From an optimization exercise on the open Yosys and OpenROAD flow, aimed at small area and a short achievable clock period; shortcuts taken in it are not production practice. At most, simulation tests tie the RTL to the original design; equivalence was not proved.

## DCT_one_dimensional
module DCT_one_dimensional
(
    input   wire                    sys_clk         ,
    input   wire                    sys_rst_n       ,
    input   wire                    start           ,
    input   wire            [95:0]  DCT_data_in     ,
    output  wire    signed  [11:0]  DCT_data_o_z0   ,
    output  wire    signed  [11:0]  DCT_data_o_z1   ,
    output  wire    signed  [11:0]  DCT_data_o_z2   ,
    output  wire    signed  [11:0]  DCT_data_o_z3   ,
    output  wire    signed  [11:0]  DCT_data_o_z4   ,
    output  wire    signed  [11:0]  DCT_data_o_z5   ,
    output  wire    signed  [11:0]  DCT_data_o_z6   ,
    output  wire    signed  [11:0]  DCT_data_o_z7   ,
    output  wire                    data_en
);
reg     [9:1]   st      ;
always @(posedge sys_clk or negedge sys_rst_n)
    if (sys_rst_n == 1'b0)
        st <= 9'd0;
    else
        st <= {st[8:1], start};
assign data_en = st[9];
reg             busy    ;
always @(posedge sys_clk or negedge sys_rst_n)
    if (sys_rst_n == 1'b0)
        busy <= 1'b0;
    else if (start == 1'b1)
        busy <= 1'b1;
    else if (st[5] == 1'b1)
        busy <= 1'b0;
wire    b_last  = st[6];
wire    r_last  = st[7];
wire    a_clr   = st[2];
reg     [95:0]  xs      ;
wire    [95:0]  xs_nxt  ;
genvar          gi, gj;
generate
    for (gi = 0; gi < 8; gi = gi + 1) begin : g_smp
        for (gj = 0; gj < 12; gj = gj + 1) begin : g_bit
            if (gj >= 10) begin : g_top
                assign xs_nxt[12*gi+gj] = DCT_data_in[12*gi+gj];
            end else begin : g_shf
                assign xs_nxt[12*gi+gj] = busy ? xs[12*gi+gj+2] : DCT_data_in[12*gi+gj];
            end
        end
    end
endgenerate
always @(posedge sys_clk)
    xs <= xs_nxt;
reg     [3:0]   ce, cd  ;        
wire    [3:0]   ce_n, cd_n, el_n, eh_n, dl_n, dh_n;
generate
  ...
For scale: ~400 flip-flops, roughly 0.020 mm^2 of cells after synthesis.
export LEC_CHECK = 0
export CAP_MARGIN = 20
export CORE_MARGIN = 2
export CORE_UTILIZATION = 55
export SETUP_SLACK_MARGIN = 2.6
export SLEW_MARGIN = 20
create_clock -name core_clock -period 5.0 [get_ports {sys_clk}]
standard.sh (not shown) runs the stock make flow with config.mk's settings and CLKGATE_MAP_FILE= SYNTH_SCRIPT=/design/flow/synth_recipe.tcl, a recipe that flattens the netlist after the stock synthesis.
==> flow/flow/run.sh <==
#!/bin/bash
# The standard layout, with the I/O port buffers made from plain buffers
# (sky130_fd_sc_hd__buf_1) instead of the delay-cell buffers buffer_ports
# picks by default. Every port still gets its buffer.
set -euo pipefail
export BUFFER_PORTS_ARGS="-buffer_cell sky130_fd_sc_hd__buf_1"
bash standard.sh > standard.log 2>&1
Change:
--- a/flow/config.mk
+++ b/flow/config.mk
@@ -7,5 +7,6 @@
 export LEC_CHECK = 0
+export ABC_AREA = 1
 export CAP_MARGIN = 20
 export CORE_MARGIN = 2
-export CORE_UTILIZATION = 55
+export CORE_UTILIZATION = 40
 export SETUP_SLACK_MARGIN = 2.6
Core utilization falls by 22 points.
Worst hold slack loses 0.034 ns.
Worst setup slack gains 0.36 ns.
Change:
--- a/flow/config.mk
+++ b/flow/config.mk
@@ -10,4 +10,4 @@
 export CORE_MARGIN = 2
-export CORE_UTILIZATION = 40
-export SETUP_SLACK_MARGIN = 2.6
+export CORE_UTILIZATION = 55
+export SETUP_SLACK_MARGIN = 2.7
 export SLEW_MARGIN = 20
What happened:
- first-iteration DRC count climbs slightly
- synthesized cell count is unchanged
- global-route usage climbs by 8.3 points
- design area climbs slightly
- hold slack is better by 0.027 ns
- count of clock-buffer cells in the layout drops by 6
- core utilization climbs by 19 points
- die area drops by a quarter to a third
- clock skew drops by 0.0088 ns
- routed wire length climbs slightly
Change:
--- a/flow/config.mk
+++ b/flow/config.mk
@@ -10,4 +10,7 @@
 export CORE_MARGIN = 2
-export CORE_UTILIZATION = 55
-export SETUP_SLACK_MARGIN = 2.7
+export CORE_UTILIZATION = 40
+export CTS_BUF_LIST = sky130_fd_sc_hd__clkbuf_16
+export CTS_CLUSTER_DIAMETER = 80
+export CTS_CLUSTER_SIZE = 30
+export SETUP_SLACK_MARGIN = 2.6
 export SLEW_MARGIN = 20
Routed wire length fell by 3.3%.
Global-route usage fell by 8.6 points.
Worst hold slack hardly moves.
Clock skew fell by 0.011 ns.
Final cell count rose by 4.0%.

---

v9:
Starting RTL as in the previous note.
clock: 5.0 ns
lec_check: 0
abc_area: 1
cap_margin: 20
core_margin: 2
core_utilization: 40
cts_buf_list: sky130_fd_sc_hd__clkbuf_8 sky130_fd_sc_hd__clkbuf_16
cts_cluster_diameter: 100
cts_cluster_size: 25
setup_slack_margin: 2.6
slew_margin: 20
Scripts as last shown in full above: flow/flow/run.sh
Looking at the reports, v9 completed the entire flow and the layout it produced met the timing, DRC and antenna checks.
Relative to v9, the following input files were edited for v28:
Settings: SETUP_SLACK_MARGIN now 2.75, was 2.6.
Results
v28 -> v9: global-route wire length before repair flat
Compared to v9, v28 has number of antenna diodes 1 higher.
Relative to v9, multi-input logic area has gone up in v28.
The total length of routed met2 wires of v28 exceeds that of v9 by 820 um.
Re met2 usage: v28 is 0.35 points up on v9.
On worst path setup slack after routing, the higher figure sits with v28, not v9.
The portion of the clock cycle consumed by the worst path in the final layout in v28 sits 1.3 points below the value recorded for v9.
Comparing v28 and v9, the lower upper clock frequency limit was measured on v9.
Diff v9 -> v28 | number of design-rule violations left by the first detailed-router iteration | up slightly
--- input diff v28..v53 ---
Settings: clearing CTS_CLUSTER_SIZE, which used to be 25; clearing CTS_CLUSTER_DIAMETER, which used to be 100; clearing CTS_BUF_LIST, which used to be sky130_fd_sc_hd__clkbuf_8 sky130_fd_sc_hd__clkbuf_16; swapping 2.75 for 2.6 in SETUP_SLACK_MARGIN.
==> flow/flow/run.sh <==
#!/bin/bash
# The standard layout, with the I/O port buffers made from plain buffers
# (sky130_fd_sc_hd__buf_2) instead of the delay-cell buffers buffer_ports
# picks by default. Every port still gets its buffer.
set -euo pipefail
export BUFFER_PORTS_ARGS="-buffer_cell sky130_fd_sc_hd__buf_2"
bash standard.sh > standard.log 2>&1
## What came out
Compared with v28, in v53 fraction of layout instances using a drive strength above 1 +2.8 points; final cell count stayed essentially flat.
Diff v28 -> v53 | number of global-route vias before repair | up slightly
v53 vs. v28: global-route wire length before repair now sits higher, routed wire length now sits lower, total CTS buffers +110%.
[inputs] v32 vs v53
Settings: CTS_BUF_LIST now sky130_fd_sc_hd__clkbuf_8 sky130_fd_sc_hd__clkbuf_16, previously not set; CTS_CLUSTER_DIAMETER now 100, previously not set; SETUP_SLACK_MARGIN now 2.45, was 2.6; CTS_CLUSTER_SIZE now 25, previously not set.
==> flow/flow/run.sh <==
#!/bin/bash
# The standard layout, with the I/O port buffers made from plain buffers
# (sky130_fd_sc_hd__buf_1) instead of the delay-cell buffers buffer_ports
# picks by default. Every port still gets its buffer.
set -euo pipefail
export BUFFER_PORTS_ARGS="-buffer_cell sky130_fd_sc_hd__buf_1"
bash standard.sh > standard.log 2>&1
[summary]
v53 -> v32: placed cell count flat. Cmp v32 and v53 / number of antenna violations at the first check in global routing / lower: v32. Looking at path class of the lowest-slack min-delay path, the flop to flop result is from v32; the input port to asynchronous set/reset pin one comes from v53. [compare] base=v53 new=v32: final cell utilization of the core dropped 3.3 points; worst path arrival time climbed 0.10 ns; global router's overall resource usage dropped 0.36 points. Compared with v53, in v32 post-detailed-route wirelength per cell now sits at about the same level, final critical-path setup slack now sits lower. Comparing the two runs side by side, v32 comes out ahead of v53 on first-pass GRT wire length. Re met3 layer wire length in the routed design: v53 was lower than v32.
> inputs changed (v32 -> v38)
Settings: CTS_CLUSTER_SIZE now 32, was 25; SETUP_SLACK_MARGIN now 2.6, was 2.45; CTS_CLUSTER_DIAMETER now 120, was 100.
==> comparison <==
The top layer reached by signal wires comes out met4 in one run and met5 in the other, namely in v32 and v38 respectively.
v32 -> v38: distinct cell type count after synthesis delta 0, exact match
Looking at clock network area share, v38 sits 0.70 points below v32.
Run comparison: v32 launching instance or port of the critical path odh_p[7]; v38 launching instance or port of the critical path odh_p[3]
Compared with v32, v38 shows a lower clock buffer count in the final layout.
Residual overflow from global routing: v32 vs v38 identical
Compared to v32, v38 has multi-input logic portion of the cell area 0.66 points higher.
As of v38, wire length of the first global-routing pass had risen slightly compared to v32.
Final area: higher on v38
Per the comparison of v38 with v32, utilization grew by 0.64 points; fraction of area in registers shrank by 0.26 points.

---

== job 104 ==
DCT_one_dimensional, a different RTL version from the one above (not shown whole).
Size in the first run: ~3300 cells after synthesis, about 440 flip-flops, roughly 200 I/O pins.
## DCT_one_dimensional
module DCT_one_dimensional
(
    input   wire                    sys_clk         ,
    input   wire                    sys_rst_n       ,
    input   wire                    start           ,
    input   wire            [95:0]  DCT_data_in     ,
    output  wire    signed  [11:0]  DCT_data_o_z0   ,
    output  wire    signed  [11:0]  DCT_data_o_z1   ,
    output  wire    signed  [11:0]  DCT_data_o_z2   ,
    output  wire    signed  [11:0]  DCT_data_o_z3   ,
    output  wire    signed  [11:0]  DCT_data_o_z4   ,
    output  wire    signed  [11:0]  DCT_data_o_z5   ,
    output  wire    signed  [11:0]  DCT_data_o_z6   ,
    output  wire    signed  [11:0]  DCT_data_o_z7   ,
    output  wire                    data_en
);
reg     [9:1]   st      ;
always @(posedge sys_clk or negedge sys_rst_n)
    if (sys_rst_n == 1'b0)
        st <= 9'd0;
    else
        st <= {st[8:1], start};
assign data_en = st[9];
reg             busy    ;
always @(posedge sys_clk or negedge sys_rst_n)
    if (sys_rst_n == 1'b0)
        busy <= 1'b0;
    else if (start == 1'b1)
        busy <= 1'b1;
    else if (st[5] == 1'b1)
        busy <= 1'b0;
wire    b_last  = st[6];
wire    a_clr   = st[2];
reg     [95:0]  xs      ;
wire    [95:0]  xs_nxt  ;
genvar          gi, gj;
generate
    for (gi = 0; gi < 8; gi = gi + 1) begin : g_smp
        for (gj = 0; gj < 12; gj = gj + 1) begin : g_bit
            if (gj >= 10) begin : g_top
                assign xs_nxt[12*gi+gj] = DCT_data_in[12*gi+gj];
            end else begin : g_shf
                assign xs_nxt[12*gi+gj] = busy ? xs[12*gi+gj+2] : DCT_data_in[12*gi+gj];
            end
        end
    end
endgenerate
always @(posedge sys_clk)
    xs <= xs_nxt;
reg     [3:0]   ce, cd  ;        
wire    [3:0]   ce_n, cd_n, el_n, eh_n, dl_n, dh_n;
generate
    for (gi = 0; gi < 4; gi = gi + 1) begin : g_bfly
        wire a0 = xs[12*gi];
        wire a1 = xs[12*gi+1];
        wire b0 = xs[12*(7-gi)];
        wire b1 = xs[12*(7-gi)+1] ^ b_last;
        wire n0 = ~xs[12*(7-gi)];
        wire n1 = ~xs[12*(7-gi)+1] ^ b_last;
        wire ec0 = ce[gi];
        wire es0 = a0 ^ b0 ^ ec0;
        wire ec1 = (a0 & b0) | (a0 & ec0) | (b0 & ec0);
        wire es1 = a1 ^ b1 ^ ec1;
        wire ec2 = (a1 & b1) | (a1 & ec1) | (b1 & ec1);
        wire dc0 = cd[gi];
        wire ds0 = a0 ^ n0 ^ dc0;
        wire dc1 = (a0 & n0) | (a0 & dc0) | (n0 & dc0);
  ...
clock: 5.0 ns
lec_check: 0
abc_area: 1
cap_margin: 20
core_margin: 2
core_utilization: 40
setup_slack_margin: 2.5
slew_margin: 20
run.sh (not shown) runs the stock make flow with config.mk's settings and CLKGATE_MAP_FILE= SYNTH_SCRIPT=/design/flow/synth_recipe.tcl, a recipe that flattens the netlist after the stock synthesis.
Stock flow here: none of the scripts above is used.
What job 101 does differently from job 104 at the input level:
diff --git a/flow/config.mk b/flow/config.mk
--- a/flow/config.mk
+++ b/flow/config.mk
@@ -11,0 +12 @@
+export CTS_BUF_LIST = sky130_fd_sc_hd__clkbuf_4 sky130_fd_sc_hd__clkbuf_8
Notes after the runs:
Total number of vias: job 101 worse than job 104
Summary of job 101 over job 104: width of the die was more or less identical; net count of the finished layout has increased; count of filler cells inserted in the layout up 0.34%.
In terms of aggregate routed wire length, job 101 and job 104 differ only marginally.
[compare] base=job 104 new=job 101: effective utilization at floorplan held.
Compared with job 104, in job 101 share of the clock period used by the worst path after layout now smaller; cell area after layout comparable.
No run of this note included a check of the RTL's function; only the layout flow was run.

==> port drivers added, routing unchanged <==
In the flow no input, the clock included, has a driving cell. The finished layouts below were timed again as built, in two steps. Step 1: set_driving_cell puts a clkbuf_16 on sys_clk and a buf_2 on each other input, an assumption about the parent block. Step 2 times the ports against the registers' clock, not the clock port: input delays grow and output delays shrink by t, the midpoint of the rising clock arrivals with the driver on. Three values: ideal, step 1, step 2; two values: the first two.
run	t (ns)	slack for setup (ns)	worst setup path after step 2	worst slew at a driven data input, ns	cell pins on the clock port's net
the first run of note 1	0.615	2.278 / 2.278 / 2.278	register to register	0.05	1
the second run of note 1	0.653	2.637 / 2.637 / 2.637	register to register	0.05	1
the third run of note 1	0.632	2.635 / 2.635 / 2.635	register to register	0.05	1
the fourth run of note 1	0.655	2.589 / 2.589 / 2.589	register to register	0.05	1
v9	0.625	2.651 / 2.651 / 2.651	register to register	0.05	1
v28	0.627	2.718 / 2.718 / 2.718	register to register	0.06	1
v53	0.653	2.587 / 2.587 / 2.587	register to register	0.05	1
v32	0.623	2.501 / 2.501 / 2.501	register to register	0.05	1
v38	0.600	2.660 / 2.660 / 2.660	register to register	0.05	1
job 104	0.659	2.550 / 2.492 / 2.653	register to register	0.06	1
job 101	0.699	2.658 / 2.601 / 2.667	register to register	0.06	1
After both steps setup and hold are still met in every run listed.
